This design comes from an exercise in tuning for a short achievable clock period and few clock cycles on the open sky130 flow, not from production work.
In this exercise RTL edits were held to simulation tests only and were not proved equivalent to the original.
Power and IR drop assume default switching activity.

==> flow/design.v, too long to show whole: its modules and the start of the top module <==
// module Registrador: 14 lines
// module Instr_Reg: 24 lines
// module Banco_reg: 24 lines
// module RegDesloc: 31 lines
// module ula32: 56 lines
// module LSize: 14 lines
// module SSize: 15 lines
// module mux_A: 16 lines
// module mux_ALUOut: 22 lines
// module mux_B: 20 lines
// module mux_Mem: 21 lines
// module mux_ext: 8 lines
// module mux_hi: 8 lines
// module mux_lo: 8 lines
// module mux_shamt: 16 lines
// module mux_shift: 8 lines
// module mux_wreg: 15 lines
// module mux_writeData: 24 lines
// module shift2_26_to_28_pc: 15 lines
// module shift_16_ext_32: 6 lines
// module shift_lf_2: 6 lines
// module sign_extd: 6 lines
// module sign_extd1_to_32: 6 lines
// module Unidade_Controle: 1864 lines
// module CPU: 513 lines
module CPU(
    input  wire        clk,
    input  wire        reset,
    output wire [31:0] mem_addr,
    output wire        mem_wr,
    output wire [31:0] mem_wdata,
    input  wire [31:0] mem_rdata
);
  // ...
==> flow/flow/run.sh <==
#!/bin/bash
# The standard layout (the standard.sh: standard synthesis, floorplan,
# placement, CTS, routing), with the post-CTS and post-global-route timing
# repair asked to leave a setup margin, so that it sizes and buffers the
# critical paths for a shorter achieved period. The clock period and I/O
# constraints are the standard flow's, unchanged. Output goes to flow_standard.log.
set -euo pipefail
bash standard.sh SETUP_SLACK_MARGIN=15 TNS_END_PERCENT=5 finish > flow_standard.log 2>&1
==> flow/standard.sh <==
#!/bin/bash
# synth_recipe.tcl (not shown) runs the flow's synth.tcl, then flattens the netlist and writes it again
# the make line also repeats each setting of config.mk as NAME=value (left out here)
make -C /OpenROAD-flow-scripts/flow DESIGN_CONFIG=/design/flow/config.mk WORK_HOME=/design/flow/orfs CLKGATE_MAP_FILE= SYNTH_SCRIPT=/design/flow/synth_recipe.tcl "${@:-finish}"
==> flow/config.mk <==
export PLATFORM = sky130hd
export DESIGN_NAME = CPU
export DESIGN_NICKNAME = CPU
export VERILOG_FILES = /design/flow/design.v
export SDC_FILE = /design/flow/constraint.sdc
export NUM_CORES = 4
export LEC_CHECK = 0
export CAP_MARGIN = 20
export CELL_PAD_IN_SITES_DETAIL_PLACEMENT = 1
export CELL_PAD_IN_SITES_GLOBAL_PLACEMENT = 2
export CORE_MARGIN = 2
export CORE_UTILIZATION = 50
export PLACE_DENSITY = 0.65
export SLEW_MARGIN = 20
==> flow/constraint.sdc <==
create_clock -name core_clock -period 22.0 [get_ports {clk}]
set_input_delay 4.4000 -clock core_clock [delete_from_list [all_inputs] [get_ports {clk}]]
set_output_delay 4.4000 -clock core_clock [all_outputs]
set_load 0.01 [all_outputs]
==> notes.md, run 1 <==
* M3 GR Usage at approximately 75%
* H-tree levels at 6
* Placer Congestion at between 1 and 1.5
* XOR/XNOR Fraction of Synth Area at approximately 1.3%
* Avg Cell Area, Syn at around 13 um^2
* Port Buffers at 98
* Syn nets at between 30000 and 40000
* Simple-gate share of the synthesized area at roughly 7.5%
* Tool Error: [ERROR GRT-0116] Global routing finished with congestion. Check the congestion regions in the DRC Viewer.
* Post-Synthesis Cell Area at slightly below 0.4 mm^2
* CTS Buffer Depth at 4
* YS warnings at 1
* Met2 GRT Util at 92.4%
* Chip Width at around 890 um
* GR Util met1 at between 80% and 90%
* Worst slack at placement at 12.18 ns
* Row count at roughly 330
* GR Overflow Total at ~3000
* Synth Area in Adders at less than 1%
* Ys async rst share at under 10%
* Fail Step: 5_1_grt
* Hold_buf cts at 0
* Number of synthesized flops with an enable pin at 7352
* Dpl cells at around 40000
* Number of global-route vias before repair at 399440
* Status: stopped before the end
* Register area share after synthesis at between 60 and 70%
* Cts repair resizes at 135
* Post-DP HPWL at approximately 1900 mm
* Postcts setup bufs at 43
* Seq cells post-synth at 8348
* GR peak layer: met2
* GRT Overall Usage at between 80% and 90%
* Initial Util at 50.2%
* Pin count of the biggest net entering global routing at 177
* Post-synth top flop: edfxtp_1
* Inserted Clock Buffers at 877
* Top-Level Pins at 99
* Root Buffer: clkbuf_16
* Count leader, synth: edfxtp_1
* Netlist cell types at 120
* Compound-Gate Fraction of Synth Area at approximately 18%
* Yosys top cell area share at a little under three fifths
* First-pass GRT wire length at ~4400 mm
Testbench counts, summed over its fixed seeds: cycles 47,000.
==> module CPU, before the edit <==
module CPU(
    input  wire        clk,
    input  wire        reset,
    output wire [31:0] mem_addr,
    output wire        mem_wr,
    output wire [31:0] mem_wdata,
    input  wire [31:0] mem_rdata
);
    reg [31:0] ma;
    reg        mwr;
    reg [31:0] mwd;
    assign mem_addr  = ma;
    assign mem_wr    = mwr;
    assign mem_wdata = mwd;
    localparam K_NONE  = 3'd0;
    localparam K_FETCH = 3'd1;
    localparam K_LOAD  = 3'd2;
    localparam K_RMW   = 3'd3;
    localparam K_SLLM  = 3'd4;
    localparam K_ADDM1 = 3'd5;
    localparam K_ADDM2 = 3'd6;
    localparam K_PF    = 3'd7;       
    reg [2:0]  k1, k2, k3, k4, k5;
    reg        f1, f2, f3, f4;       
    reg [2:0]  s1, s2, s3, s4;       
    reg [4:0]  d1, d2, d3, d4;       
    reg        w1, w2, w3, w4, w5;   
    wire       e_kill;
    reg [1:0]  z1, z2, z3, z4;       
    reg [31:0] p1, p2, p3, p4;       
    reg [127:0] p4_oh;               
    reg [31:0] rdq;
    wire t4f    = (k4 == K_FETCH) & f4;        
    wire t4load = (k4 == K_LOAD) & w4 & ~(e_kill & (d4 == edst));
    wire t4rmw  = (k4 == K_RMW);
    wire t5cx   = ((k5 == K_SLLM) | (k5 == K_ADDM2)) & w5 & ~(e_kill & (d5 == edst));
    reg [1023:0] rf;
    reg [31:0]   rfv;                
    localparam CL = 128;             
    reg [CL*32-1:0] cw;              
    reg [CL*3-1:0]  ct;              
    reg [CL-1:0]    cv;              
    localparam QN = 8;
    reg [QN*32-1:0] qw;              
    reg [QN*32-1:0] qp;              
    reg [QN-1:0]    qv;              
    reg [QN-1:0]    qpt;             
    reg [QN*32-1:0] qtg;             
    reg [2:0]       qh, qt;
    reg [3:0]       qc;              
    reg [31:0] fa;                   
    reg [127:0] fa_oh;               
    reg [31:0] pf;                   
    reg [127:0] pf_oh;               
    localparam NB = 8;
    reg [NB-1:0]    bv;
    reg [NB*10-1:0] btag;            
    reg [NB*32-1:0] btgt;
    reg [NB-1:0]    bret, bcall;
    reg [2:0]       bptr;            
    reg [31:0]      ras;
    reg [31:0] xpc;                  
    reg        halted;
    reg [31:0] pend;                 
    reg        mem_block;            
    reg [31:0] cx_val;               
    reg [31:0] cx_addr;
    reg [1:0]  cx_sz;
    reg [9:0]  cx_w0, cx_wp, cx_wm;  
    reg [31:0] cx_tmp;               
    reg [31:0] v1, v2, v3, v4, v5;   
    reg [4:0]  d5;
    reg        dv;
    reg [31:0] ir;
    reg [31:0] dpc;
    reg        dpt;
    reg [31:0] dtg;
    wire [5:0]  op  = ir[31:26];
    wire [4:0]  rs  = ir[25:21];
    wire [4:0]  rt  = ir[20:16];
    wire [4:0]  rdf = ir[15:11];
    wire [4:0]  sh  = ir[10:6];
    wire [5:0]  fn  = ir[5:0];
    wire [15:0] imm = ir[15:0];
    wire [31:0] sei = {{16{imm[15]}}, imm};
    wire rtype   = (op == 6'h00);
    wire i_add   = rtype & (fn == 6'h20);
    wire i_sub   = rtype & (fn == 6'h22);
    wire i_and   = rtype & (fn == 6'h24);
    wire i_slt   = rtype & (fn == 6'h2a);
    wire i_sll   = rtype & (fn == 6'h00);
    wire i_srl   = rtype & (fn == 6'h02);
    wire i_sra   = rtype & (fn == 6'h03);
    wire i_sllv  = rtype & (fn == 6'h04);
    wire i_srav  = rtype & (fn == 6'h07);
    wire i_mfhi  = rtype & (fn == 6'h10);
    wire i_mflo  = rtype & (fn == 6'h12);
    wire i_addm  = rtype & (fn == 6'h05);
    wire i_jr    = rtype & (fn == 6'h08);
    wire i_addi  = (op == 6'h08);
    wire i_addiu = (op == 6'h09);
    wire i_slti  = (op == 6'h0a);
    wire i_lui   = (op == 6'h0f);
    wire i_lb    = (op == 6'h20);
    wire i_lh    = (op == 6'h21);
    wire i_lw    = (op == 6'h23);
    wire i_sllm  = (op == 6'h01);
    wire i_sb    = (op == 6'h28);
    wire i_sh    = (op == 6'h29);
    wire i_sw    = (op == 6'h2b);
    wire i_beq   = (op == 6'h04);
    wire i_bne   = (op == 6'h05);
    wire i_ble   = (op == 6'h06);
    wire i_bgt   = (op == 6'h07);
    wire i_j     = (op == 6'h02);
    wire i_jal   = (op == 6'h03);
    wire r_alu   = i_add | i_sub | i_and | i_slt | i_sllv | i_srav;
    wire r_sh    = i_sll | i_srl | i_sra;
    wire i_load  = i_lb | i_lh | i_lw;
    wire i_rmw   = i_sb | i_sh;
    wire i_br    = i_beq | i_bne | i_ble | i_bgt;
    wire known   = r_alu | r_sh | i_mfhi | i_mflo | i_addm | i_jr |
                   i_addi | i_addiu | i_slti | i_lui | i_load | i_sllm |
                   i_rmw | i_sw | i_br | i_j | i_jal;
    wire use_rs  = r_alu | i_addm | i_jr | i_addi | i_addiu | i_slti | i_load |
                   i_sllm | i_rmw | i_sw | i_br;
    wire use_rt  = r_alu | r_sh | i_addm | i_sllm | i_rmw | i_sw | i_br;
    wire wr_now  = r_alu | r_sh | i_mfhi | i_mflo | i_addi | i_addiu | i_slti |
                   i_lui | i_jal;                  
    wire wr_late = i_load | i_sllm | i_addm;       
    wire [4:0] dst = i_jal ? 5'd31 :
                     ((r_alu | r_sh | i_mfhi | i_mflo | i_addm) ? rdf : rt);
    wire memop   = i_load | i_rmw | i_sw | i_sllm | i_addm;
    wire cplx    = i_rmw | i_sllm | i_addm;
    wire [31:0] dpc4 = dpc + 32'd4;
    wire [25:0] joff = ir[25:0] - dpc4[27:2];
    wire [31:0] d_T;                 
    wire [31:0] A_rf = rfv[rs] ? rf[rs*32 +: 32] : ((rs == 5'd29) ? 32'd227 : 32'd0);
    wire [31:0] B_rf = rfv[rt] ? rf[rt*32 +: 32] : ((rt == 5'd29) ? 32'd227 : 32'd0);
    reg        ev;
    reg [31:0] eA, eB, eI, eS;       
    reg [4:0]  eN;                   
    reg [4:0]  edst;
    reg [31:0] epc, epc4, eT;        
    reg [127:0] eT_oh;               
    reg        e_short;              
    reg        e_pt;                 
    reg [31:0] e_ptg;
    reg        e_far1;               
    reg        e_sra, e_add, e_sub, e_and, e_slt, e_shl, e_shr, e_lui, e_jal;
    reg        e_wr, e_wrl, e_load, e_sllm, e_rmw, e_sw, e_addm, e_addm_ph;
    reg        e_beq, e_bne, e_ble, e_bgt, e_j, e_jr, e_halt, e_addi;
    reg [1:0]  e_sz;
    wire        e_act  = ev & ~halted & (epc == xpc);
    wire [31:0] sum_ab = eA + eB;
    wire [31:0] dif_ab = eA - eB;
    wire [31:0] addr   = eA + eI;
    wire        eq_ab  = (eA == eB);
    wire        lt_ab  = (eA[31] ^ eB[31]) ? eA[31] : dif_ab[31];
    wire        ovf    = (eA[31] == eB[31]) & (sum_ab[31] != eA[31]);
    wire [31:0] sh_l   = eS << eN;
    wire [31:0] sh_r   = $signed({e_sra & eS[31], eS}) >>> eN;
    reg [31:0] e_res;
    always @(*) begin
        e_res = 32'd0;
        if (e_add)  e_res = sum_ab;
        if (e_sub)  e_res = dif_ab;
        if (e_and)  e_res = eA & eB;
        if (e_slt)  e_res = {31'd0, lt_ab};
        if (e_shl)  e_res = sh_l;
        if (e_shr)  e_res = sh_r;
        if (e_lui)  e_res = eI;
        if (e_jal)  e_res = epc4;
    end
    reg [31:0]  t_w;
    reg [2:0]   t_tag;
    reg         t_v;
    reg [31:0]  f_w;
    reg [2:0]   f_tag;
    reg         f_v;
    integer m;
    always @(*) begin
        t_w = 32'd0; t_tag = 3'd0; t_v = 1'b0;
        f_w = 32'd0; f_tag = 3'd0; f_v = 1'b0;
        for (m = 0; m < CL; m = m + 1) begin
            if (eT_oh[m]) begin
                t_w   = t_w   | cw[m*32 +: 32];
                t_tag = t_tag | ct[m*3 +: 3];
                t_v   = t_v   | cv[m];
            end
            if (fa_oh[m]) begin
                f_w   = f_w   | cw[m*32 +: 32];
                f_tag = f_tag | ct[m*3 +: 3];
                f_v   = f_v   | cv[m];
            end
        end
    end
    wire        t_hit = t_v & (t_tag == eT[11:9]);
    wire taken   = e_beq & eq_ab | e_bne & ~eq_ab | e_ble & (lt_ab | eq_ab) |
                   e_bgt & ~(lt_ab | eq_ab) | e_j | e_jr;
    wire e_halts = e_halt | (e_addi & ovf);
    wire        e_mem  = e_load | e_sllm | e_rmw | e_sw | e_addm;
    wire [11:0] ra12   = e_addm ? (e_addm_ph ? eB[11:0] : eA[11:0]) : (eA[11:0] + eI[11:0]);
    wire        ovl    = (ra12[11:2] == cx_w0) | (ra12[11:2] == cx_wp) | (ra12[11:2] == cx_wm);
    wire        mwait  = e_mem & (t4rmw | mem_block & ovl);
    wire e_dmem  = e_act & e_mem & ~mwait;
    wire e_hold  = e_act & (mwait | e_addm & ~e_addm_ph);
    wire e_done  = e_act & ~e_hold;
    wire skip_ok = e_short & ~(t_hit & e_far1) & ~e_jr;
    wire p_eqT   = (eT == e_ptg);
    wire redir_T = e_done & taken & (e_pt ? ~p_eqT : ~skip_ok);
    wire redir_4 = e_done & ~taken & e_pt;
    wire redir   = redir_T | redir_4;
    wire e_rfw   = e_act & e_wr;             
    assign e_kill = e_done & (e_wr | e_wrl);
    wire [31:0] ld_v = (z4 == 2'd0) ? mem_rdata :
                       (z4 == 2'd1) ? {16'd0, mem_rdata[15:0]} : {24'd0, mem_rdata[7:0]};
    wire ldA = t4load & (d4 == rs);
    wire ldB = t4load & (d4 == rt);
    wire ldD = t4load & (d4 == dst);
    wire e_late  = ev & e_wrl;
    wire hz = use_rs & (pend[rs] & ~ldA & ~byA | e_late & (edst == rs)) |
              use_rt & (pend[rt] & ~ldB & ~byB | e_late & (edst == rt));
    wire blk = (i_sw | i_rmw) & (mem_block | ev & e_rmw);
    wire d_go   = dv & ~halted & ~e_hold & ~hz & ~blk;
    wire d_free = ~dv | d_go;                  
    wire byA = e_rfw & (edst == rs);
    wire byB = e_rfw & (edst == rt);
    wire [31:0] A = byA ? e_res : (ldA ? ld_v : A_rf);
    wire [31:0] B = byB ? e_res : (ldB ? ld_v : B_rf);
    assign d_T = i_jr ? A :
                 ((i_j | i_jal) ? {dpc4[31:28], ir[25:0], 2'b00}
                                : (dpc4 + {sei[29:0], 2'b00}));
    wire        f_hit = f_v & (f_tag == fa[11:9]);
    wire        space = (qc < QN);
    reg  [NB-1:0] bhit;
    reg  [31:0]   b_t;
    reg           b_call;
    integer j;
    always @(*) begin
        b_t = 32'd0; b_call = 1'b0;
        for (j = 0; j < NB; j = j + 1) begin
            bhit[j] = bv[j] & (btag[j*10 +: 10] == fa[11:2]);
            if (bhit[j]) begin
                b_t    = b_t | (bret[j] ? ras : btgt[j*32 +: 32]);
                b_call = b_call | bcall[j];
            end
        end
    end
    wire          b_any = |bhit;
    wire [31:0]   fa_n  = redir_4 ? epc4 :
                          redir   ? ((t_hit | ~t4rmw) ? eT + 32'd4 : eT) :
                          f_alloc ? (b_any ? b_t : fa + 32'd4) : fa;
    reg  [NB-1:0] ehit;
    always @(*)
        for (j = 0; j < NB; j = j + 1)
            ehit[j] = bv[j] & (btag[j*10 +: 10] == epc[11:2]);
    wire        bus_free = ~t4rmw & ~e_dmem;
    wire        f_get_hit  = ~redir & space & f_hit;
    wire        f_get_miss = ~redir & space & ~f_hit & bus_free;
    wire        f_alloc    = f_get_hit | f_get_miss;
    wire        r_miss_go  = redir_T & ~t_hit & ~t4rmw;
    reg  [2:0]  p_tag;
    reg         p_v;
    always @(*) begin
        p_tag = 3'd0; p_v = 1'b0;
        for (m = 0; m < CL; m = m + 1)
            if (pf_oh[m]) begin
                p_tag = p_tag | ct[m*3 +: 3];
                p_v   = p_v   | cv[m];
            end
    end
    wire        p_hit  = p_v & (p_tag == pf[11:9]);
    wire [31:0] p_dist = pf - fa;
    wire        p_near = (p_dist[31:8] == 24'd0);
    wire        p_go   = p_near & ~p_hit & bus_free & ~r_miss_go & ~f_get_miss;
    wire [31:0] pf_n   = ~p_near ? fa + 32'd4 : ((p_hit | p_go) ? pf + 32'd4 : pf);
    wire        qne    = (qc != 4'd0);
    wire        h_fill = t4f & (s4 == qh) & qne;   
    wire        h_new  = ~qne & f_get_hit;         
    wire        h_ok   = (qne & qv[qh]) | h_fill | h_new;
    wire [31:0] h_w    = (qne & qv[qh]) ? qw[qh*32 +: 32] : (h_fill ? mem_rdata : f_w);
    wire [31:0] h_p    = qne ? qp[qh*32 +: 32] : fa;
    wire        pop    = ~redir & d_free & h_ok;
    integer i;
    always @(posedge clk or posedge reset) begin
        if (reset) begin
            ma <= 32'd0; mwr <= 1'b0;
            k1 <= K_NONE; k2 <= K_NONE; k3 <= K_NONE; k4 <= K_NONE; k5 <= K_NONE;
            w1 <= 1'b0; w2 <= 1'b0; w3 <= 1'b0; w4 <= 1'b0; w5 <= 1'b0;
            f1 <= 1'b0; f2 <= 1'b0; f3 <= 1'b0; f4 <= 1'b0;
            rfv <= 32'd0;
            cv <= {CL{1'b0}};
            bv <= {NB{1'b0}}; bptr <= 3'd0;
            qv <= {QN{1'b0}};
            qh <= 3'd0; qt <= 3'd0; qc <= 4'd0;
            fa <= 32'd0; fa_oh <= 128'd1; pf <= 32'd4; pf_oh <= 128'd2; xpc <= 32'd0; halted <= 1'b0;
            pend <= 32'd0; mem_block <= 1'b0;
            dv <= 1'b0; ev <= 1'b0; e_addm_ph <= 1'b0;
        end else begin
            k2 <= k1; k3 <= k2; k4 <= k3; k5 <= k4;
            w1 <= e_dmem;
            w2 <= w1 & ~(e_kill & d1 == edst);
            w3 <= w2 & ~(e_kill & d2 == edst);
            w4 <= w3 & ~(e_kill & d3 == edst);
            w5 <= w4 & ~(e_kill & d4 == edst);
            f2 <= f1 & ~redir; f3 <= f2 & ~redir; f4 <= f3 & ~redir;
            mwr <= 1'b0;
            k1  <= K_NONE;
            f1  <= 1'b0;
            if (t4rmw) begin
                ma  <= cx_addr;
                mwr <= 1'b1;
            end else if (e_dmem) begin
                if (e_addm) begin
                    ma <= e_addm_ph ? eB : eA;
                    k1 <= e_addm_ph ? K_ADDM2 : K_ADDM1;
                end else begin
                    ma <= addr;
                    if (e_sw)        mwr <= 1'b1;
                    else if (e_load) k1 <= K_LOAD;
                    else if (e_sllm) k1 <= K_SLLM;
                    else             k1 <= K_RMW;
                end
            end else if (r_miss_go) begin
                ma <= eT;
                k1 <= K_FETCH; f1 <= 1'b1;
            end else if (f_get_miss) begin
                ma <= fa;
                k1 <= K_FETCH; f1 <= 1'b1;
            end else if (p_go) begin
                ma <= pf;
                k1 <= K_PF;
            end
            pf    <= pf_n;
            pf_oh <= 128'd1 << pf_n[8:2];
            fa    <= fa_n;
            fa_oh <= 128'd1 << fa_n[8:2];
            if (redir) begin
                qh <= 3'd0;
                qt <= r_miss_go ? 3'd1 : 3'd0;
                qc <= r_miss_go ? 4'd1 : 4'd0;
                qv <= {QN{1'b0}};
                dv <= redir_T & t_hit;
            end else begin
                if (f_alloc) qt <= qt + 3'd1;
                if (pop)     qh <= qh + 3'd1;
                qc <= qc + (f_alloc ? 4'd1 : 4'd0) - (pop ? 4'd1 : 4'd0);
                for (i = 0; i < QN; i = i + 1) begin
                    if (f_alloc && qt == i) qv[i] <= f_get_hit;
                    if (t4f && s4 == i)     qv[i] <= 1'b1;
                    if (pop && qh == i)     qv[i] <= 1'b0;
                end
                if (d_free) dv <= h_ok;
            end
            if (k4 == K_FETCH || k4 == K_PF) cv <= cv | p4_oh;
            if (e_act & e_halts) halted <= 1'b1;
            if (e_dmem & e_addm) e_addm_ph <= ~e_addm_ph;
            if (e_done) xpc <= taken ? eT : epc4;
            if (f_alloc & b_any & b_call) ras <= fa + 32'd4;
            if (e_done & e_jal & ~e_pt)   ras <= epc4;
            if (e_done & taken & ~(e_pt & p_eqT)) begin
                if (|ehit) begin
                    for (i = 0; i < NB; i = i + 1)
                        if (ehit[i]) begin
                            bret[i]  <= e_jr;
                            bcall[i] <= e_jal;
                        end
                end else begin
                    bv[bptr]    <= 1'b1;
                    bret[bptr]  <= e_jr;
                    bcall[bptr] <= e_jal;
                    bptr        <= bptr + 3'd1;
                end
            end
            if (~e_hold) ev <= d_go;
            if (e_dmem & e_rmw) mem_block <= 1'b1;
            if (t4rmw) mem_block <= 1'b0;
            for (i = 0; i < 32; i = i + 1) begin
                if ((t4load && d4 == i) || (t5cx && d5 == i))
                    pend[i] <= 1'b0;
                if (e_rfw && edst == i)
                    pend[i] <= 1'b0;
                if (e_done && e_wrl && edst == i)
                    pend[i] <= 1'b1;
                if ((t4load && d4 == i) || (t5cx && d5 == i) || (e_rfw && edst == i))
                    rfv[i] <= 1'b1;
            end
        end
    end
    always @(posedge clk) begin
        rdq <= mem_rdata;
        d2 <= d1; d3 <= d2; d4 <= d3; d5 <= d4;
        v2 <= v1; v3 <= v2; v4 <= v3; v5 <= v4;
        z2 <= z1; z3 <= z2; z4 <= z3;
        p2 <= p1; p3 <= p2; p4 <= p3;
        p4_oh <= 128'd1 << p3[8:2];
        s2 <= s1; s3 <= s2; s4 <= s3;
        if (e_dmem) begin
            d1 <= edst;
            z1 <= e_sz;
            v1 <= eB;
        end
        if (e_done & taken & ~(e_pt & p_eqT)) begin
            if (|ehit) begin
                for (i = 0; i < NB; i = i + 1)
                    if (ehit[i]) btgt[i*32 +: 32] <= eT;
            end else begin
                btag[bptr*10 +: 10] <= epc[11:2];
                btgt[bptr*32 +: 32] <= eT;
            end
        end
        if (r_miss_go) begin
            p1 <= eT; s1 <= 3'd0;
        end else if (f_get_miss) begin
            p1 <= fa; s1 <= qt;
        end else begin
            p1 <= pf; s1 <= qt;
        end
        if (t4rmw)
            mwd <= (cx_sz == 2'd2) ? {mem_rdata[31:8], cx_val[7:0]}
                                   : {mem_rdata[31:16], cx_val[15:0]};
        else if (e_dmem & e_sw)
            mwd <= eB;
        if (k4 == K_FETCH || k4 == K_PF) begin
            for (i = 0; i < CL; i = i + 1)
                if (p4_oh[i]) begin
                    cw[i*32 +: 32] <= mem_rdata;
                    ct[i*3 +: 3]   <= p4[11:9];
                end
        end
        for (i = 0; i < QN; i = i + 1) begin
            if (t4f && s4 == i)
                qw[i*32 +: 32] <= mem_rdata;
            else if (f_get_hit && qt == i)
                qw[i*32 +: 32] <= f_w;
            if (r_miss_go && i == 0) begin
                qp[i*32 +: 32] <= eT;
                qpt[i] <= 1'b0;
            end else if (f_alloc && qt == i) begin
                qp[i*32 +: 32] <= fa;
                qpt[i] <= b_any;
                qtg[i*32 +: 32] <= b_t;
            end
        end
        if (redir) begin
            ir  <= t_w;
            dpc <= eT;
            dpt <= 1'b0;
        end else if (d_free) begin
            ir  <= h_w;
            dpc <= h_p;
            dpt <= qne ? qpt[qh] : b_any;
            dtg <= qne ? qtg[qh*32 +: 32] : b_t;
        end
        if (e_dmem & e_rmw) begin
            cx_val  <= eB;
            cx_addr <= addr;
            cx_sz   <= e_sz;
            cx_w0   <= addr[11:2];
            cx_wp   <= addr[11:2] + 10'd1;
            cx_wm   <= addr[11:2] - 10'd1;
        end
        if (k4 == K_ADDM1) cx_tmp <= mem_rdata;
        if (~e_hold) begin
            eA   <= A;
            eB   <= (i_addi | i_addiu | i_slti) ? sei : B;
            eI   <= i_lui ? {imm, 16'd0} : sei;
            eS   <= (i_sllv | i_srav) ? A : B;
            eN   <= (i_sllv | i_srav) ? B[4:0] : sh;
            edst <= dst;
            epc  <= dpc;
            e_pt <= dpt;
            e_ptg <= dtg;
            epc4 <= dpc4;
            eT   <= d_T;
            eT_oh <= 128'd1 << d_T[8:2];
            e_short <= (i_j | i_jal) ? (joff[25:3] == 23'd0 && joff[2:0] <= 3'd4)
                                     : (imm[15:3] == 13'd0 && imm[2:0] <= 3'd4);
            e_far1  <= (i_j | i_jal) ? (joff[2:0] >= 3'd2) : (imm[2:0] >= 3'd2);
            e_add <= i_add | i_addi | i_addiu;
            e_sub <= i_sub;
            e_and <= i_and;
            e_slt <= i_slt | i_slti;
            e_shl <= i_sll | i_sllv;
            e_shr <= i_srl | i_sra | i_srav;
            e_sra <= i_sra | i_srav;
            e_lui <= i_lui;
            e_jal <= i_jal;
            e_wr  <= wr_now;
            e_wrl <= wr_late;
            e_load <= i_load;
            e_sllm <= i_sllm;
            e_rmw  <= i_rmw;
            e_sw   <= i_sw;
            e_addm <= i_addm;
            e_beq <= i_beq; e_bne <= i_bne; e_ble <= i_ble; e_bgt <= i_bgt;
            e_j   <= i_j | i_jal;
            e_jr  <= i_jr;
            e_halt <= ~known;
            e_addi <= i_addi;
            e_sz  <= (i_lw | i_sw) ? 2'd0 : ((i_lh | i_sh) ? 2'd1 : 2'd2);
        end
        for (i = 0; i < 32; i = i + 1) begin
            if (t4load && d4 == i)
                rf[i*32 +: 32] <= ld_v;
            else if (t5cx && d5 == i)
                rf[i*32 +: 32] <= (k5 == K_SLLM) ? (v5 << rdq[4:0]) : (cx_tmp + rdq);
            else if (e_rfw && edst == i)
                rf[i*32 +: 32] <= e_res;
        end
    end
endmodule
==> run 2: changes to the inputs <==
--- a/flow/design.v
+++ b/flow/design.v
@@ -2256,6 +2256,7 @@
     reg [31:0] ma;
     reg        mwr;
     reg [31:0] mwd;
+    reg        rst_q;
     assign mem_addr  = ma;
     assign mem_wr    = mwr;
     assign mem_wdata = mwd;
@@ -2275,7 +2276,8 @@
     wire       e_kill;
     reg [1:0]  z1, z2, z3, z4;       
     reg [31:0] p1, p2, p3, p4;       
-    reg [127:0] p4_oh;               
+    reg [31:0] p5;                   
+    reg [63:0] p5_oh;               
     reg [31:0] rdq;
     wire t4f    = (k4 == K_FETCH) & f4;        
     wire t4load = (k4 == K_LOAD) & w4 & ~(e_kill & (d4 == edst));
@@ -2283,9 +2285,9 @@
     wire t5cx   = ((k5 == K_SLLM) | (k5 == K_ADDM2)) & w5 & ~(e_kill & (d5 == edst));
     reg [1023:0] rf;
     reg [31:0]   rfv;                
-    localparam CL = 128;             
+    localparam CL = 64;              
     reg [CL*32-1:0] cw;              
-    reg [CL*3-1:0]  ct;              
+    reg [CL*6-1:0]  ct;              
     reg [CL-1:0]    cv;              
     localparam QN = 8;
     reg [QN*32-1:0] qw;              
@@ -2296,9 +2298,9 @@
     reg [2:0]       qh, qt;
     reg [3:0]       qc;              
     reg [31:0] fa;                   
-    reg [127:0] fa_oh;               
+    reg [63:0] fa_oh;               
     reg [31:0] pf;                   
-    reg [127:0] pf_oh;               
+    reg [63:0] pf_oh;               
     localparam NB = 8;
     reg [NB-1:0]    bv;
     reg [NB*10-1:0] btag;            
@@ -2309,12 +2311,13 @@
     reg [31:0] xpc;                  
     reg        halted;
     reg [31:0] pend;                 
-    reg        mem_block;            
-    reg [31:0] cx_val;               
-    reg [31:0] cx_addr;
-    reg [1:0]  cx_sz;
-    reg [9:0]  cx_w0, cx_wp, cx_wm;  
+    reg [31:0] a1, a2, a3, a4;
+    reg [9:0]  x1, x2, x3, x4, xp1, xp2, xp3, xp4, xm1, xm2, xm3, xm4;
     reg [31:0] cx_tmp;               
+    reg        a2_pend;              
+    reg        a2_w;                 
+    reg [31:0] a2_addr;
+    reg [4:0]  a2_dst;
     reg [31:0] v1, v2, v3, v4, v5;   
     reg [4:0]  d5;
     reg        dv;
@@ -2382,28 +2385,53 @@
     wire [31:0] dpc4 = dpc + 32'd4;
     wire [25:0] joff = ir[25:0] - dpc4[27:2];
     wire [31:0] d_T;                 
-    wire [31:0] A_rf = rfv[rs] ? rf[rs*32 +: 32] : ((rs == 5'd29) ? 32'd227 : 32'd0);
-    wire [31:0] B_rf = rfv[rt] ? rf[rt*32 +: 32] : ((rt == 5'd29) ? 32'd227 : 32'd0);
+    wire [31:0] rs_oh = 32'd1 << rs;
+    wire [31:0] rt_oh = 32'd1 << rt;
+    reg  [31:0] A_rf, B_rf;
+    integer n;
+    always @(*) begin
+        A_rf = (rs_oh[29] & ~rfv[29]) ? 32'd227 : 32'd0;
+        B_rf = (rt_oh[29] & ~rfv[29]) ? 32'd227 : 32'd0;
+        for (n = 0; n < 32; n = n + 1) begin
+            if (rs_oh[n] & rfv[n]) A_rf = A_rf | rf[n*32 +: 32];
+            if (rt_oh[n] & rfv[n]) B_rf = B_rf | rf[n*32 +: 32];
+        end
+    end
     reg        ev;
     reg [31:0] eA, eB, eI, eS;       
     reg [4:0]  eN;                   
     reg [4:0]  edst;
     reg [31:0] epc, epc4, eT;        
-    reg [127:0] eT_oh;               
+    reg [63:0] eT_oh;               
     reg        e_short;              
     reg        e_pt;                 
     reg [31:0] e_ptg;
     reg        e_far1;               
     reg        e_sra, e_add, e_sub, e_and, e_slt, e_shl, e_shr, e_lui, e_jal;
-    reg        e_wr, e_wrl, e_load, e_sllm, e_rmw, e_sw, e_addm, e_addm_ph;
+    reg        e_wr, e_wrl, e_load, e_sllm, e_rmw, e_sw, e_addm;
     reg        e_beq, e_bne, e_ble, e_bgt, e_j, e_jr, e_halt, e_addi;
     reg [1:0]  e_sz;
-    wire        e_act  = ev & ~halted & (epc == xpc);
+    wire        e_ok   = (epc == xpc);
+    wire        e_act  = ev & ~halted & e_ok;
     wire [31:0] sum_ab = eA + eB;
     wire [31:0] dif_ab = eA - eB;
     wire [31:0] addr   = eA + eI;
-    wire        eq_ab  = (eA == eB);
-    wire        lt_ab  = (eA[31] ^ eB[31]) ? eA[31] : dif_ab[31];
+    reg  [31:0] cg, ce;
+    integer q, r;
+    always @(*) begin
+        for (q = 0; q < 32; q = q + 1) begin
+            cg[q] = (q == 31) ? (~eA[q] & eB[q]) : (eA[q] & ~eB[q]);
+            ce[q] = ~(eA[q] ^ eB[q]);
+        end
+        for (r = 1; r < 32; r = r * 2)
+            for (q = 0; q < 32; q = q + 2 * r) begin
+                cg[q] = cg[q + r] | (ce[q + r] & cg[q]);
+                ce[q] = ce[q + r] & ce[q];
+            end
+    end
+    wire        eq_ab  = ce[0];
+    wire        gt_ab  = cg[0];
+    wire        lt_ab  = ~gt_ab & ~eq_ab;
     wire        ovf    = (eA[31] == eB[31]) & (sum_ab[31] != eA[31]);
     wire [31:0] sh_l   = eS << eN;
     wire [31:0] sh_r   = $signed({e_sra & eS[31], eS}) >>> eN;
@@ -2420,44 +2448,55 @@
         if (e_jal)  e_res = epc4;
     end
     reg [31:0]  t_w;
-    reg [2:0]   t_tag;
+    reg [5:0]   t_tag;
     reg         t_v;
     reg [31:0]  f_w;
-    reg [2:0]   f_tag;
+    reg [5:0]   f_tag;
     reg         f_v;
     integer m;
     always @(*) begin
-        t_w = 32'd0; t_tag = 3'd0; t_v = 1'b0;
-        f_w = 32'd0; f_tag = 3'd0; f_v = 1'b0;
+        t_w = 32'd0; t_tag = 6'd0; t_v = 1'b0;
+        f_w = 32'd0; f_tag = 6'd0; f_v = 1'b0;
         for (m = 0; m < CL; m = m + 1) begin
             if (eT_oh[m]) begin
                 t_w   = t_w   | cw[m*32 +: 32];
-                t_tag = t_tag | ct[m*3 +: 3];
+                t_tag = t_tag | ct[m*6 +: 6];
                 t_v   = t_v   | cv[m];
             end
             if (fa_oh[m]) begin
                 f_w   = f_w   | cw[m*32 +: 32];
-                f_tag = f_tag | ct[m*3 +: 3];
+                f_tag = f_tag | ct[m*6 +: 6];
                 f_v   = f_v   | cv[m];
             end
         end
     end
-    wire        t_hit = t_v & (t_tag == eT[11:9]);
-    wire taken   = e_beq & eq_ab | e_bne & ~eq_ab | e_ble & (lt_ab | eq_ab) |
-                   e_bgt & ~(lt_ab | eq_ab) | e_j | e_jr;
+    wire        t_hit = t_v & (t_tag == {eT[11:8], eT[1:0]});
+    wire taken   = e_beq & eq_ab | e_bne & ~eq_ab | e_ble & ~gt_ab |
+                   e_bgt & gt_ab | e_j | e_jr;
     wire e_halts = e_halt | (e_addi & ovf);
     wire        e_mem  = e_load | e_sllm | e_rmw | e_sw | e_addm;
-    wire [11:0] ra12   = e_addm ? (e_addm_ph ? eB[11:0] : eA[11:0]) : (eA[11:0] + eI[11:0]);
-    wire        ovl    = (ra12[11:2] == cx_w0) | (ra12[11:2] == cx_wp) | (ra12[11:2] == cx_wm);
-    wire        mwait  = e_mem & (t4rmw | mem_block & ovl);
+    wire [11:0] ra12   = e_addm ? eA[11:0] : (eA[11:0] + eI[11:0]);
+    wire r1 = (k1 == K_RMW), r2 = (k2 == K_RMW), r3 = (k3 == K_RMW);
+    wire mem_block = r1 | r2 | r3 | t4rmw;       
+    wire [9:0]  rwA = ra12[11:2];
+    wire [9:0]  rwB = eB[11:2];
+    wire        ovl = r1 & ((rwA == x1) | (rwA == xp1) | (rwA == xm1)) |
+                      r2 & ((rwA == x2) | (rwA == xp2) | (rwA == xm2)) |
+                      r3 & ((rwA == x3) | (rwA == xp3) | (rwA == xm3)) |
+                      e_addm & (r1 & ((rwB == x1) | (rwB == xp1) | (rwB == xm1)) |
+                                r2 & ((rwB == x2) | (rwB == xp2) | (rwB == xm2)) |
+                                r3 & ((rwB == x3) | (rwB == xp3) | (rwB == xm3)));
+    wire        busy_x = t4rmw | a2_pend;        
+    wire        mwait  = e_mem & (busy_x | ovl);
     wire e_dmem  = e_act & e_mem & ~mwait;
-    wire e_hold  = e_act & (mwait | e_addm & ~e_addm_ph);
+    wire e_hold  = e_act & mwait;
     wire e_done  = e_act & ~e_hold;
     wire skip_ok = e_short & ~(t_hit & e_far1) & ~e_jr;
     wire p_eqT   = (eT == e_ptg);
     wire redir_T = e_done & taken & (e_pt ? ~p_eqT : ~skip_ok);
     wire redir_4 = e_done & ~taken & e_pt;
-    wire redir   = redir_T | redir_4;
+    wire redir_x = ev & ~halted & ~e_ok & e_pt;
+    wire redir   = redir_T | redir_4 | redir_x;
     wire e_rfw   = e_act & e_wr;             
     assign e_kill = e_done & (e_wr | e_wrl);
     wire [31:0] ld_v = (z4 == 2'd0) ? mem_rdata :
@@ -2466,19 +2505,20 @@
     wire ldB = t4load & (d4 == rt);
     wire ldD = t4load & (d4 == dst);
     wire e_late  = ev & e_wrl;
-    wire hz = use_rs & (pend[rs] & ~ldA & ~byA | e_late & (edst == rs)) |
-              use_rt & (pend[rt] & ~ldB & ~byB | e_late & (edst == rt));
-    wire blk = (i_sw | i_rmw) & (mem_block | ev & e_rmw);
+    wire hz = use_rs & ((|(pend & rs_oh)) & ~ldA & ~byA | e_late & (edst == rs)) |
+              use_rt & ((|(pend & rt_oh)) & ~ldB & ~byB | e_late & (edst == rt));
+    wire blk = i_sw & (mem_block | ev & e_rmw);
     wire d_go   = dv & ~halted & ~e_hold & ~hz & ~blk;
     wire d_free = ~dv | d_go;                  
     wire byA = e_rfw & (edst == rs);
     wire byB = e_rfw & (edst == rt);
     wire [31:0] A = byA ? e_res : (ldA ? ld_v : A_rf);
     wire [31:0] B = byB ? e_res : (ldB ? ld_v : B_rf);
+    wire [7:2] d_Tl = i_jr ? A_rf[7:2] : d_T[7:2];
     assign d_T = i_jr ? A :
                  ((i_j | i_jal) ? {dpc4[31:28], ir[25:0], 2'b00}
                                 : (dpc4 + {sei[29:0], 2'b00}));
-    wire        f_hit = f_v & (f_tag == fa[11:9]);
+    wire        f_hit = f_v & (f_tag == {fa[11:8], fa[1:0]});
     wire        space = (qc < QN);
     reg  [NB-1:0] bhit;
     reg  [31:0]   b_t;
@@ -2495,58 +2535,57 @@
         end
     end
     wire          b_any = |bhit;
-    wire [31:0]   fa_n  = redir_4 ? epc4 :
-                          redir   ? ((t_hit | ~t4rmw) ? eT + 32'd4 : eT) :
-                          f_alloc ? (b_any ? b_t : fa + 32'd4) : fa;
+    wire [31:0]   fa_n  = redir_x ? xpc :
+                          redir_4 ? epc4 :
+                          redir   ? ((t_hit | ~busy_x) ? eT + 32'd4 : eT) :
+                          f_alloc0 ? (b_any ? b_t : fa + 32'd4) : fa;
     reg  [NB-1:0] ehit;
     always @(*)
         for (j = 0; j < NB; j = j + 1)
             ehit[j] = bv[j] & (btag[j*10 +: 10] == epc[11:2]);
-    wire        bus_free = ~t4rmw & ~e_dmem;
-    wire        f_get_hit  = ~redir & space & f_hit;
-    wire        f_get_miss = ~redir & space & ~f_hit & bus_free;
-    wire        f_alloc    = f_get_hit | f_get_miss;
-    wire        r_miss_go  = redir_T & ~t_hit & ~t4rmw;
-    reg  [2:0]  p_tag;
+    wire        bus_free = ~busy_x & ~e_dmem;
+    wire        f_hit_go   = ~rst_q & space & f_hit;
+    wire        f_miss_go  = ~rst_q & space & ~f_hit & bus_free;
+    wire        f_alloc0   = f_hit_go | f_miss_go;
+    wire        f_get_miss = ~redir & f_miss_go;
+    wire        f_alloc    = ~redir & f_alloc0;
+    wire        r_miss_go  = redir_T & ~t_hit & ~busy_x;
+    reg  [5:0]  p_tag;
     reg         p_v;
     always @(*) begin
-        p_tag = 3'd0; p_v = 1'b0;
+        p_tag = 6'd0; p_v = 1'b0;
         for (m = 0; m < CL; m = m + 1)
             if (pf_oh[m]) begin
-                p_tag = p_tag | ct[m*3 +: 3];
+                p_tag = p_tag | ct[m*6 +: 6];
                 p_v   = p_v   | cv[m];
             end
     end
-    wire        p_hit  = p_v & (p_tag == pf[11:9]);
+    wire        p_hit  = p_v & (p_tag == {pf[11:8], pf[1:0]});
     wire [31:0] p_dist = pf - fa;
     wire        p_near = (p_dist[31:8] == 24'd0);
-    wire        p_go   = p_near & ~p_hit & bus_free & ~r_miss_go & ~f_get_miss;
-    wire [31:0] pf_n   = ~p_near ? fa + 32'd4 : ((p_hit | p_go) ? pf + 32'd4 : pf);
+    wire        p_go   = ~rst_q & p_near & ~p_hit & bus_free & ~(space & ~f_hit);
+    wire [31:0] pf_n   = rst_q ? pf : (~p_near ? fa + 32'd4 : ((p_hit | p_go) ? pf + 32'd4 : pf));
     wire        qne    = (qc != 4'd0);
     wire        h_fill = t4f & (s4 == qh) & qne;   
-    wire        h_new  = ~qne & f_get_hit;         
+    wire        h_new  = ~qne & f_hit_go;          
     wire        h_ok   = (qne & qv[qh]) | h_fill | h_new;
     wire [31:0] h_w    = (qne & qv[qh]) ? qw[qh*32 +: 32] : (h_fill ? mem_rdata : f_w);
     wire [31:0] h_p    = qne ? qp[qh*32 +: 32] : fa;
-    wire        pop    = ~redir & d_free & h_ok;
+    wire        pop    = d_free & h_ok;            
     integer i;
-    always @(posedge clk or posedge reset) begin
-        if (reset) begin
+    always @(posedge clk) begin
+        if (rst_q) begin
             ma <= 32'd0; mwr <= 1'b0;
             k1 <= K_NONE; k2 <= K_NONE; k3 <= K_NONE; k4 <= K_NONE; k5 <= K_NONE;
             w1 <= 1'b0; w2 <= 1'b0; w3 <= 1'b0; w4 <= 1'b0; w5 <= 1'b0;
             f1 <= 1'b0; f2 <= 1'b0; f3 <= 1'b0; f4 <= 1'b0;
-            rfv <= 32'd0;
-            cv <= {CL{1'b0}};
-            bv <= {NB{1'b0}}; bptr <= 3'd0;
             qv <= {QN{1'b0}};
             qh <= 3'd0; qt <= 3'd0; qc <= 4'd0;
-            fa <= 32'd0; fa_oh <= 128'd1; pf <= 32'd4; pf_oh <= 128'd2; xpc <= 32'd0; halted <= 1'b0;
-            pend <= 32'd0; mem_block <= 1'b0;
-            dv <= 1'b0; ev <= 1'b0; e_addm_ph <= 1'b0;
+            fa <= 32'd0; pf <= 32'd4; xpc <= 32'd0; halted <= 1'b0;
+            dv <= 1'b0; ev <= 1'b0; a2_pend <= 1'b0;
         end else begin
             k2 <= k1; k3 <= k2; k4 <= k3; k5 <= k4;
-            w1 <= e_dmem;
+            w1 <= (a2_pend & ~t4rmw) ? (a2_w & ~(e_kill & (edst == a2_dst))) : e_dmem;
             w2 <= w1 & ~(e_kill & d1 == edst);
             w3 <= w2 & ~(e_kill & d2 == edst);
             w4 <= w3 & ~(e_kill & d3 == edst);
@@ -2556,12 +2595,15 @@
             k1  <= K_NONE;
             f1  <= 1'b0;
             if (t4rmw) begin
-                ma  <= cx_addr;
+                ma  <= a4;
                 mwr <= 1'b1;
+            end else if (a2_pend) begin
+                ma  <= a2_addr;
+                k1  <= K_ADDM2;
             end else if (e_dmem) begin
                 if (e_addm) begin
-                    ma <= e_addm_ph ? eB : eA;
-                    k1 <= e_addm_ph ? K_ADDM2 : K_ADDM1;
+                    ma <= eA;
+                    k1 <= K_ADDM1;
                 end else begin
                     ma <= addr;
                     if (e_sw)        mwr <= 1'b1;
@@ -2580,9 +2622,7 @@
                 k1 <= K_PF;
             end
             pf    <= pf_n;
-            pf_oh <= 128'd1 << pf_n[8:2];
             fa    <= fa_n;
-            fa_oh <= 128'd1 << fa_n[8:2];
             if (redir) begin
                 qh <= 3'd0;
                 qt <= r_miss_go ? 3'd1 : 3'd0;
@@ -2590,39 +2630,46 @@
                 qv <= {QN{1'b0}};
                 dv <= redir_T & t_hit;
             end else begin
-                if (f_alloc) qt <= qt + 3'd1;
+                if (f_alloc0) qt <= qt + 3'd1;
                 if (pop)     qh <= qh + 3'd1;
-                qc <= qc + (f_alloc ? 4'd1 : 4'd0) - (pop ? 4'd1 : 4'd0);
+                qc <= qc + (f_alloc0 ? 4'd1 : 4'd0) - (pop ? 4'd1 : 4'd0);
                 for (i = 0; i < QN; i = i + 1) begin
-                    if (f_alloc && qt == i) qv[i] <= f_get_hit;
+                    if (f_alloc0 && qt == i) qv[i] <= f_hit_go;
                     if (t4f && s4 == i)     qv[i] <= 1'b1;
                     if (pop && qh == i)     qv[i] <= 1'b0;
                 end
                 if (d_free) dv <= h_ok;
             end
-            if (k4 == K_FETCH || k4 == K_PF) cv <= cv | p4_oh;
             if (e_act & e_halts) halted <= 1'b1;
-            if (e_dmem & e_addm) e_addm_ph <= ~e_addm_ph;
+            if (e_dmem & e_addm)     a2_pend <= 1'b1;
+            else if (~t4rmw)         a2_pend <= 1'b0;
+            if (e_dmem & e_addm)                        a2_w <= 1'b1;
+            else if (a2_pend & e_kill & (edst == a2_dst)) a2_w <= 1'b0;
             if (e_done) xpc <= taken ? eT : epc4;
-            if (f_alloc & b_any & b_call) ras <= fa + 32'd4;
-            if (e_done & e_jal & ~e_pt)   ras <= epc4;
-            if (e_done & taken & ~(e_pt & p_eqT)) begin
-                if (|ehit) begin
-                    for (i = 0; i < NB; i = i + 1)
-                        if (ehit[i]) begin
-                            bret[i]  <= e_jr;
-                            bcall[i] <= e_jal;
-                        end
-                end else begin
-                    bv[bptr]    <= 1'b1;
-                    bret[bptr]  <= e_jr;
-                    bcall[bptr] <= e_jal;
-                    bptr        <= bptr + 3'd1;
-                end
-            end
             if (~e_hold) ev <= d_go;
-            if (e_dmem & e_rmw) mem_block <= 1'b1;
-            if (t4rmw) mem_block <= 1'b0;
+        end
+    end
+    always @(posedge clk or posedge reset) begin
+        if (reset) rst_q <= 1'b1;
+        else       rst_q <= 1'b0;
+    end
+    always @(posedge clk) begin
+        if (rst_q) begin
+            fa_oh <= 64'd1;
+            pf_oh <= 64'd2;
+            cv    <= {CL{1'b0}};
+            bv    <= {NB{1'b0}};
+            bptr  <= 3'd0;
+            rfv   <= 32'd0;
+            pend  <= 32'd0;
+        end else begin
+            fa_oh <= 64'd1 << fa_n[7:2];
+            pf_oh <= 64'd1 << pf_n[7:2];
+            if (k5 == K_FETCH || k5 == K_PF) cv <= cv | p5_oh;
+            if (e_done & taken & ~(e_pt & p_eqT) & ~(|ehit)) begin
+                bv[bptr] <= 1'b1;
+                bptr     <= bptr + 3'd1;
+            end
             for (i = 0; i < 32; i = i + 1) begin
                 if ((t4load && d4 == i) || (t5cx && d5 == i))
                     pend[i] <= 1'b0;
@@ -2634,6 +2681,20 @@
                     rfv[i] <= 1'b1;
             end
         end
+        if (f_alloc & b_any & b_call) ras <= fa + 32'd4;
+        if (e_done & e_jal & ~e_pt)   ras <= epc4;
+        if (e_done & taken & ~(e_pt & p_eqT)) begin
+            if (|ehit) begin
+                for (i = 0; i < NB; i = i + 1)
+                    if (ehit[i]) begin
+                        bret[i]  <= e_jr;
+                        bcall[i] <= e_jal;
+                    end
+            end else begin
+                bret[bptr]  <= e_jr;
+                bcall[bptr] <= e_jal;
+            end
+        end
     end
     always @(posedge clk) begin
         rdq <= mem_rdata;
@@ -2641,13 +2702,20 @@
         v2 <= v1; v3 <= v2; v4 <= v3; v5 <= v4;
         z2 <= z1; z3 <= z2; z4 <= z3;
         p2 <= p1; p3 <= p2; p4 <= p3;
-        p4_oh <= 128'd1 << p3[8:2];
+        p5 <= p4;
+        p5_oh <= 64'd1 << p4[7:2];
         s2 <= s1; s3 <= s2; s4 <= s3;
-        if (e_dmem) begin
+        if (a2_pend & ~t4rmw) begin
+            d1 <= a2_dst;
+        end else if (e_dmem) begin
             d1 <= edst;
             z1 <= e_sz;
             v1 <= eB;
         end
+        if (e_dmem & e_addm) begin
+            a2_addr <= eB;
+            a2_dst  <= edst;
+        end
         if (e_done & taken & ~(e_pt & p_eqT)) begin
             if (|ehit) begin
                 for (i = 0; i < NB; i = i + 1)
@@ -2665,26 +2733,26 @@
             p1 <= pf; s1 <= qt;
         end
         if (t4rmw)
-            mwd <= (cx_sz == 2'd2) ? {mem_rdata[31:8], cx_val[7:0]}
-                                   : {mem_rdata[31:16], cx_val[15:0]};
+            mwd <= (z4 == 2'd2) ? {mem_rdata[31:8], v4[7:0]}
+                                : {mem_rdata[31:16], v4[15:0]};
         else if (e_dmem & e_sw)
             mwd <= eB;
-        if (k4 == K_FETCH || k4 == K_PF) begin
+        if (k5 == K_FETCH || k5 == K_PF) begin
             for (i = 0; i < CL; i = i + 1)
-                if (p4_oh[i]) begin
-                    cw[i*32 +: 32] <= mem_rdata;
-                    ct[i*3 +: 3]   <= p4[11:9];
+                if (p5_oh[i]) begin
+                    cw[i*32 +: 32] <= rdq;
+                    ct[i*6 +: 6]   <= {p5[11:8], p5[1:0]};
                 end
         end
         for (i = 0; i < QN; i = i + 1) begin
             if (t4f && s4 == i)
                 qw[i*32 +: 32] <= mem_rdata;
-            else if (f_get_hit && qt == i)
+            else if (f_hit_go && qt == i)
                 qw[i*32 +: 32] <= f_w;
             if (r_miss_go && i == 0) begin
                 qp[i*32 +: 32] <= eT;
                 qpt[i] <= 1'b0;
-            end else if (f_alloc && qt == i) begin
+            end else if (f_alloc0 && qt == i) begin
                 qp[i*32 +: 32] <= fa;
                 qpt[i] <= b_any;
                 qtg[i*32 +: 32] <= b_t;
@@ -2700,14 +2768,10 @@
             dpt <= qne ? qpt[qh] : b_any;
             dtg <= qne ? qtg[qh*32 +: 32] : b_t;
         end
-        if (e_dmem & e_rmw) begin
-            cx_val  <= eB;
-            cx_addr <= addr;
-            cx_sz   <= e_sz;
-            cx_w0   <= addr[11:2];
-            cx_wp   <= addr[11:2] + 10'd1;
-            cx_wm   <= addr[11:2] - 10'd1;
-        end
+        a1 <= addr; x1 <= addr[11:2]; xp1 <= addr[11:2] + 10'd1; xm1 <= addr[11:2] - 10'd1;
+        a2 <= a1; x2 <= x1; xp2 <= xp1; xm2 <= xm1;
+        a3 <= a2; x3 <= x2; xp3 <= xp2; xm3 <= xm2;
+        a4 <= a3;
         if (k4 == K_ADDM1) cx_tmp <= mem_rdata;
         if (~e_hold) begin
             eA   <= A;
@@ -2721,7 +2785,7 @@
             e_ptg <= dtg;
             epc4 <= dpc4;
             eT   <= d_T;
-            eT_oh <= 128'd1 << d_T[8:2];
+            eT_oh <= (i_jr & (byA | ldA)) ? 64'd0 : (64'd1 << d_Tl[7:2]);
             e_short <= (i_j | i_jal) ? (joff[25:3] == 23'd0 && joff[2:0] <= 3'd4)
                                      : (imm[15:3] == 13'd0 && imm[2:0] <= 3'd4);
             e_far1  <= (i_j | i_jal) ? (joff[2:0] >= 3'd2) : (imm[2:0] >= 3'd2);
--- a/flow/flow/run.sh
+++ b/flow/flow/run.sh
@@ -5,4 +5,4 @@
 # critical paths for a shorter achieved period. The clock period and I/O
 # constraints are the standard flow's, unchanged. Output goes to flow_standard.log.
 set -euo pipefail
-bash standard.sh SETUP_SLACK_MARGIN=15 TNS_END_PERCENT=5 finish > flow_standard.log 2>&1
+bash standard.sh SETUP_SLACK_MARGIN=16 TNS_END_PERCENT=5 finish > flow_standard.log 2>&1
--- a/flow/config.mk
+++ b/flow/config.mk
@@ -9,6 +9,6 @@
 export CELL_PAD_IN_SITES_DETAIL_PLACEMENT = 1
 export CELL_PAD_IN_SITES_GLOBAL_PLACEMENT = 2
 export CORE_MARGIN = 2
-export CORE_UTILIZATION = 50
-export PLACE_DENSITY = 0.65
+export CORE_UTILIZATION = 27
+export PLACE_DENSITY = 0.45
 export SLEW_MARGIN = 20
==> notes.md, run 2 <==
* Leading cell types in the layout, fill and taps excluded: 5209 x edfxtp_1, 1743 x nor2_1, 1715 x nand2_1
* Fin. Hold Viols at 0
* RSZ-0062 raised after global routing: true
* Synth cell count leaders: 5209 x edfxtp_1, 1929 x clkbuf_1, 1821 x nor2_1, 1763 x nand2_1, 1704 x a22oi_1
* GR Overflow Total at 0
* Crit share post-route at between 30% and 40%
* Pin count of the biggest net entering global routing at 131
* Setup TNS at 0 ns
* Initial DRC Count at 52194
* Post-synth top flop: edfxtp_1
* First-pass GRT wire length at between 2000 and 3000 mm
* Inserted Clock Buffers at 772 (-12%)
* H-tree levels at 6 (unchanged)
* Worst-path clk slew at about 0.070 ns
* Count leader, synth: edfxtp_1
* PwrDens at between 100 and 150 mW/mm^2
* Maximum Capacitance Violations at 0
* Post-Synthesis Cell Area at 0.298 mm^2 (-24%)
* Yosys top cell area share at 52.5% (-3.7 points)
* Synth-to-Final Area Change at 20.1%
* Number of global-route vias before repair at between 200k and 300k
* Slew at the pin with the worst max-slew slack at ~1.4 ns
* Post-route ant nets at 1
* Top reg by flops: cw
* Via density at slightly below 7
* Chip Height at ~1.1 mm
* Layout Check Fails: antenna rules
* Total vias in the final route at approximately 280k
* WS Path Type: reg2reg
* Final nets at approximately 26000
* FILL cells at roughly 120k
* Port Buffers at 98 (unchanged)
* Synth top area cells: edfxtp_1 52%, dfxtp_1 6.3%, a22oi_1 4.3%
* Worst path arrival time at 7.68 ns
* Initial antenna violation count at approximately 410
* Setup crit start kind: flip-flop
* Number of synthesized flops with an enable pin at 5209 (-29%)
* Seq cells post-synth at 6155 (-26%)
* CORE AREA at approximately 1.1 mm^2
* Die area at 1.11 mm^2
* Row count at 386 (+19%)
* Power Total at 38100 uW
* Top-Level Pins at 99 (unchanged)
* Worst slew margin at 8.01%
* Post-layout utilization of the core at 32.5%
* CTS Buffer Depth at 5 (+1)
* Ratio of cells with drive above 1 in the final layout at between 10% and 20%
* Placer Congestion at 0.964 (-21%)
* Final min period at about 6.8 ns
* Sinks on Clock Net at between 6000 and 7000
* Crit Path Max Fanout at 40
* Fmax at 147 MHz
* Biggest regs: cw x2048, rf x1024, ct x384
* Post-DP HPWL at 1530 mm (-20%)
* Maximum vdd drop at between 0.1 and 0.15 mV
* Area leader, netlist: edfxtp_1
* Ys async rst share at 0.0162% (-7.6 points)
* DR pass1 iterations at 7
* Worst-skew pair later-pin latency at 1.23 ns
* CP endpoint kind: flip-flop
* Commonest non-fill, non-tap cell in the layout: edfxtp_1
* Path type of the worst min-delay path: reg2reg
* Total leakage power at ~0.12 uW
* Setup Skew at approximately 0.12 ns
* Wire length per cell at approximately 58 um
* YS warnings at 1 (unchanged)
* Initial Util at 27.0% (-23 points)
* Root Buffer: clkbuf_16
* Syn nets at 25580 (-16%)
* Total Routed Length at 2410 mm
* Avg Cell Area, Syn at 11.8 um^2 (-9.5%)
* DRC viols at 0
* Post-Syn Instances at about 25000
* Status: failed layout checks
* Final setup vio count at 0
* Netlist cell types at 113 (-5.8%)
* Register area share after synthesis at 58.8% (-3.3 points)
* Slew Viols, Final at 0
* Critical path required time at 22.88 ns
* Largest register FFs at between 2000 and 2500
* Chip Width at 1.05 mm (+18%)
* TritonCTS clock tree: built
* GRT Overall Usage at roughly 41%
run 2: cell types whose count changed after synthesis, moves of 153 or more:
cell,before,now
a22o_1,1948,1269
a21oi_1,1495,1004
nand4_1,808,616
clkbuf_1,2200,1929
nor2_1,2003,1821
nand3_1,416,569
or2_2,178,25
mux4_2,802,238
edfxtp_1,7352,5209
a221oi_1,1686,1021
a211oi_1,378,222
dfxtp_1,361,945
dfrtp_1,632,0
run 2: final timing paths:
path | startpoint | endpoint | slack, ns | depth (start not counted)
hold / removal | v2[28] | v3[28] | 0.27 | 0
min in group asynchronous | reset | rst_q | 3.78 | 2
hold reg to reg | v2[28] | v3[28] | 0.27 | 0
setup / recovery | eT_oh[30] | qp[11] | 15.20 | 15
max in group asynchronous | reset | rst_q | 18.20 | 2
setup reg to reg | eT_oh[30] | qp[11] | 15.20 | 15
run 2: area by class of cell:
type	count	area (um^2)	share of cell area, %
antenna	379	948	0.265
clock buffer	996	20900	5.85
clock inverter	432	4510	1.26
inverter	295	1200	0.334
multi-input combinational	16466	119000	33.2
sequential	6155	176000	49.1
tap	14744	18400	5.15
timing repair buffer	1916	17400	4.87
run 2: worst max-delay path, stage by stage, from the launching register on:
cell	delay (ns)
edfxtp_1	0.41
buf_12	0.20
a221oi_1	0.60
nand4_1	0.28
nor4_4	0.99
xnor2_1	0.13
or4_4	0.50
nor4_2	0.16
buf_4	0.27
inv_1	0.08
and3_1	0.26
nand3_2	0.10
buf_6	0.48
inv_2	0.31
buf_4	0.38
o21ai_0	0.85
run 2: where the power goes:
group | total [uW] | internal, uW | switching, uW
Clock | 13400 | 7580 | 5800
Combinational | 11000 | 2780 | 8180
Sequential | 13800 | 13200 | 626
Total | 38100 | 23500 | 14600
run 2: cells by family after synthesis:
family,synth area share (%)
DFF,58.8
xor gates and xnor gates,2.09
adders and majority gates,1.09
buffers and inverters,3.43
other,0.00126
AOI/OAI and AO/OA,19.7
muxes,5.73
and+or+nand+nor,9.15
run 2: stage by stage:
step | hold WS, ns | worst slack (ns) | area (um^2) | instances
after floorplan | 0.310 | 14.17 | 298000 | 25290
after global placement | 0.310 | 12.76 | 324000 | 39195
after detailed placement | 0.313 | 13.03 | 324000 | 39207
after CTS | 0.312 | 15.59 | 354000 | 40838
after global routing | 0.313 | 15.42 | 357000 | 41070
final | 0.274 | 15.20 | 358000 | 41383
run 2: what timing repair did:
item                                     CTS  global route
buffers inserted                         166           133
pin swaps                                 98            84
gates cloned                              37            26
hold buffers                               0             0
endpoints found under the setup margin  4240          3584
gates resized for setup                  532           415
run 2: layer usage:
layer | wire length [um] | vias up | track usage (%)
li1 | - | 101179 | -
met3 | 251000 | 7671 | 11.5
met5 | 835 | - | 0.0891
met2 | 1010000 | 24875 | 60.4
met1 | 952000 | 149829 | 53.2
met4 | 192000 | 114 | 28.0
Testbench counts of run 2, summed over its fixed seeds: cycles 47,155.

-- separate check: timing with driven ports --
How much do the figures lean on ideal ports? The routed layout below was timed once more, with nothing changed but the port constraints.
Step 1 (the two cells are an assumption about what drives the block):
set clk [get_ports {clk}]
set_driving_cell -lib_cell sky130_fd_sc_hd__clkbuf_16 $clk
set_driving_cell -lib_cell sky130_fd_sc_hd__buf_2 [delete_from_list [all_inputs] $clk]
Step 2, shift: input delay + t, output delay - t, t = (earliest + latest rising clock arrival at the registers) / 2. This alone moves slack from input paths to output paths.
Three values: ideal, step 1, step 2; two values: the first two.
run: run 2
shift t [ns]: 1.358
setup slack, ns: 15.202 / 15.202 / 14.629
worst hold slack (ns): 0.274 / 0.274 / 0.274
The setup slack of run 2 moves by 0.000 ns with the drivers and by -0.573 ns with both steps.
